This is an optimization exercise on Yosys and OpenROAD, whose aim is small area, not a production implementation. The RTL was checked by simulation tests, not by an equivalence proof against the original design. The clock port is modelled as an ideal driver, which makes a skipped or thinned clock tree look cheaper than it is; a real chip needs a root buffer or a tree. Power and IR drop assume default switching activity.

job 101:
==> flow/design.v (excerpt) <==
module PWM_play #(parameter LOD = 4095) (
        input pwm_clk,
        input rst,               
        input [15:0] pwm_data,
        output reg audio_out
);
Settings: LEC_CHECK=0, ABC_AREA=1, CAP_MARGIN=20, CORE_AREA=5 5 95 95, CTS_BUF_LIST=sky130_fd_sc_hd__clkbuf_1 sky130_fd_sc_hd__clkbuf_2, DIE_AREA=0 0 100 100, SLEW_MARGIN=20; clock period 10.0 ns.
standard.sh (not shown) runs the stock make flow with config.mk's settings and CLKGATE_MAP_FILE= SYNTH_SCRIPT=/design/flow/synth_recipe.tcl, a recipe that flattens the netlist after the stock synthesis.
==> flow/flow/run.sh <==
#!/bin/bash
# Standard ORFS layout with three changes: synthesis leaves adders to abc (no half/full
# adder cells) with abc's area script, ports are buffered with buf_1, and the clock tree
# is built from small clock buffers. Each step's full output is kept in standard.log and
# ORFS's own logs under orfs/logs.
bash standard.sh ADDER_MAP_FILE= ABC_AREA=1 \
  'BUFFER_PORTS_ARGS=-buffer_cell sky130_fd_sc_hd__buf_1' \
  finish > standard.log 2>&1
> inputs changed (job 101 -> job 102)
# job 101
export LEC_CHECK = 0
export ABC_AREA = 1
export CAP_MARGIN = 20
export CORE_AREA = 5 5 95 95
export CTS_BUF_LIST = sky130_fd_sc_hd__clkbuf_1 sky130_fd_sc_hd__clkbuf_2
export DIE_AREA = 0 0 100 100
export SLEW_MARGIN = 20
create_clock -name core_clock -period 10.0 [get_ports {pwm_clk}]
# job 102
export LEC_CHECK = 0
export CAP_MARGIN = 20
export CORE_AREA = 5 5 95 95
export DIE_AREA = 0 0 100 100
export SLEW_MARGIN = 20
create_clock -name core_clock -period 10.0 [get_ports {pwm_clk}]
==> flow/flow/run.sh <==
#!/bin/bash
# Standard ORFS layout (standard.sh) with these changes:
#  - synthesis is synth_recipe.tcl's, except that adders are left to abc (no half/full adder
#    cells) and abc maps with the area-oriented script flow/area.abc;
#  - ports are buffered with buf_1;
#  - the clock tree is one level of clkbuf_4 buffers, without dummy loads.
# Full tool output goes to standard.log; ORFS's per-step logs stay under orfs/logs.
set -uo pipefail
here=$(pwd)
export ABC_SCRIPT_FILE=$here/flow/area.abc
bash standard.sh ADDER_MAP_FILE= \
  SYNTH_SCRIPT=$here/flow/synth_recipe_abc.tcl \
  'BUFFER_PORTS_ARGS=-buffer_cell sky130_fd_sc_hd__buf_1' \
  'CTS_ARGS=-buf_list sky130_fd_sc_hd__clkbuf_4 -root_buf sky130_fd_sc_hd__clkbuf_4 -sink_clustering_enable -sink_clustering_size 30 -sink_clustering_max_diameter 200 -dont_use_dummy_load -repair_clock_nets' \
  finish > standard.log 2>&1
==> flow/flow/area.abc (new file) <==
strash
&get -n
&st
&synch2
&nf -R 1000
&st
&dch
&nf -R 1000
&st
&dch
&nf -R 1000
&put
topo
==> flow/flow/synth_recipe_abc.tcl (new file) <==
proc synth {args} { yosys synth -nofsm -noshare {*}$args }
# Run the final technology mapping with the ABC script named in ABC_SCRIPT_FILE.
proc abc {args} {
  set i [lsearch -exact $args -script]
  if { $i >= 0 && [info exists ::env(ABC_SCRIPT_FILE)] } {
    set args [lreplace $args [expr {$i+1}] [expr {$i+1}] $::env(ABC_SCRIPT_FILE)]
  }
  yosys abc {*}$args
}
source $::env(SCRIPTS_DIR)/synth.tcl
# left out here: clear keep_hierarchy, flatten, clean up, hide names made inside functions, write 1_2_yosys.v
Notes after the runs:
Per the comparison of job 102 with job 101, shortest period the worst path allows climbed 520 ps; depth of the critical timing path with buffers and inverters included dropped 9; post-synthesis instance total dropped about 45%; arrival time of data at the critical path endpoint climbed 480 ps. Job 102 against job 101: slack of the critical path now smaller; routed wire length -340 µm; power share of the combinational group fell by 4.2 points. Job 102 vs. job 101: clock network power went up; sequential share of cell area went up. Job 102 vs. job 101: post-DP HPWL moved down, worst hold slack has decreased.
For job 103, these inputs were changed with respect to job 102:
--- a/flow/flow/run.sh
+++ b/flow/flow/run.sh
@@ -6 +6,2 @@
-#  - the clock tree is one level of clkbuf_4 buffers, without dummy loads.
+#  - the clock reaches all flip-flops through one buf_6 (flow/one_clkbuf.tcl, run before
+#    the CTS step in place of clock_tree_synthesis).
@@ -10,0 +12 @@
+export ONE_CLKBUF_CELL=sky130_fd_sc_hd__buf_6
@@ -14 +16 @@
-  'CTS_ARGS=-buf_list sky130_fd_sc_hd__clkbuf_4 -root_buf sky130_fd_sc_hd__clkbuf_4 -sink_clustering_enable -sink_clustering_size 30 -sink_clustering_max_diameter 200 -dont_use_dummy_load -repair_clock_nets' \
+  PRE_CTS_TCL=$here/flow/one_clkbuf.tcl \
==> flow/flow/one_clkbuf.tcl (new file) <==
# Clock distribution for a small design: one clock buffer, placed at the centre of the
# flip-flops it drives, takes the clock from the port to every flip-flop, so every register's
# clock arrives through the same single buffer. The standard CTS call is then skipped.
set block [ord::get_db_block]
set master [[ord::get_db] findMaster $::env(ONE_CLKBUF_CELL)]
set clk_net [$block findNet pwm_clk]
set inst [odb::dbInst_create $block $master clkbuf_0_pwm_clk]
set new_net [odb::dbNet_create $block clknet_0_pwm_clk]
$new_net setSigType CLOCK
set sx 0; set sy 0; set n 0
foreach iterm [$clk_net getITerms] {
  set i [$iterm getInst]
  if { [$i getName] eq "clkbuf_0_pwm_clk" } { continue }
  lassign [$i getLocation] x y
  set sx [expr {$sx + $x}]; set sy [expr {$sy + $y}]; incr n
  $iterm disconnect
  $iterm connect $new_net
}
[$inst findITerm A] connect $clk_net
[$inst findITerm X] connect $new_net
$inst setLocation [expr {int($sx / $n)}] [expr {int($sy / $n)}]
$inst setPlacementStatus PLACED
puts "one_clkbuf: $n clock sinks moved to [$new_net getName], driven by [$master getName]"
rename clock_tree_synthesis orig_clock_tree_synthesis
proc clock_tree_synthesis { args } { puts "one_clkbuf: clock_tree_synthesis skipped" }
### Flow results
- Job 102 -> job 103: width of the die delta 0, exact match
- Job 103 vs. job 102: maximum operating frequency lower; via count of the first global-routing pass lower; layout overhead on the synthesized area lower; switching share of power roughly the same; total non-filler cell area in the finished layout lower.
- Job 103 ended up with a lower wire length reported by the detailed router than job 102 did.
- Job 102 consumes more power than job 103.
- Worst slack on hold paths delta (job 103 − job 102): favourable
- When job 103 is set beside job 102, its net count reported at finish turns out to be 2 smaller.
- Job 103 vs. job 102: combinational power share went up by 0.9 points.
Changes in job 104 relative to job 103:
# job 103
export LEC_CHECK = 0
export CAP_MARGIN = 20
export CORE_AREA = 5 5 95 95
export DIE_AREA = 0 0 100 100
export SLEW_MARGIN = 20
create_clock -name core_clock -period 10.0 [get_ports {pwm_clk}]
# job 104
export LEC_CHECK = 0
export CAP_MARGIN = 20
export CORE_AREA = 5 5 95 95
export DIE_AREA = 0 0 100 100
export PLACE_DENSITY = 0.95
export SLEW_MARGIN = 20
create_clock -name core_clock -period 10.0 [get_ports {pwm_clk}]
--- a/flow/flow/run.sh
+++ b/flow/flow/run.sh
@@ -6 +6 @@
-#  - the clock reaches all flip-flops through one buf_6 (flow/one_clkbuf.tcl, run before
+#  - the clock reaches all flip-flops through one buf_4 (flow/one_clkbuf.tcl, run before
@@ -12 +12 @@
-export ONE_CLKBUF_CELL=sky130_fd_sc_hd__buf_6
+export ONE_CLKBUF_CELL=sky130_fd_sc_hd__buf_4
- Where clock period minus worst slack is concerned, job 103 is better than job 104.
- Per the comparison of job 104 with job 103, arrival time reported for the critical path endpoint up 60 ps; total length of routed wires up 73 µm; simple-gate share of the synthesized area flat; share of power burned in combinational logic up 0.6 points.
- Job 103 → job 104: global-route usage went up 0.23 points, number of ordinary inverters in the final layout comparable.
The clock cells of job 103 and job 104 come from the design's own scripts or RTL, not from TritonCTS.

-- afterwards: timing with drivers on the ports --
In the flow no input, the clock included, has a driving cell. The finished layouts below were timed again as built, in two steps. Step 1 assumes that a clkbuf_16 drives the clock port and a buf_2 every other input. Step 2 adds t to the input delays and takes it off the output delays; t is the mean of the earliest and latest rising clock arrival at the registers after step 1. Input paths then give back, and output paths get back, about the clock's delay inside the block. a / b / c = ideal / step 1 / step 2; a / b = the first two.
| run | t (ns) | setup WS [ns] | hold slack, ns | slew at the worst register clock pin (ns) | worst slew at a driven data input, ns |
|---|---|---|---|---|---|
| job 101 | 0.277 | 6.896 / 6.896 / 6.620 | 0.509 / 0.509 / 0.509 | 0.12 / 0.12 | 0.05 |
| job 102 | 0.284 | 6.371 / 6.368 / 6.084 | 0.497 / 0.497 / 0.497 | 0.08 / 0.08 | 0.05 |
| job 103 | 0.143 | 6.230 / 6.230 / 6.087 | 0.505 / 0.505 / 0.505 | 0.09 / 0.09 | 0.05 |
| job 104 | 0.168 | 6.213 / 6.206 / 6.038 | 0.504 / 0.504 / 0.504 | 0.12 / 0.12 | 0.05 |
After both steps setup and hold are still met in every run listed. The setup slack of job 102, which loses most, moves by -0.003 ns with the drivers and by -0.287 ns with both steps.
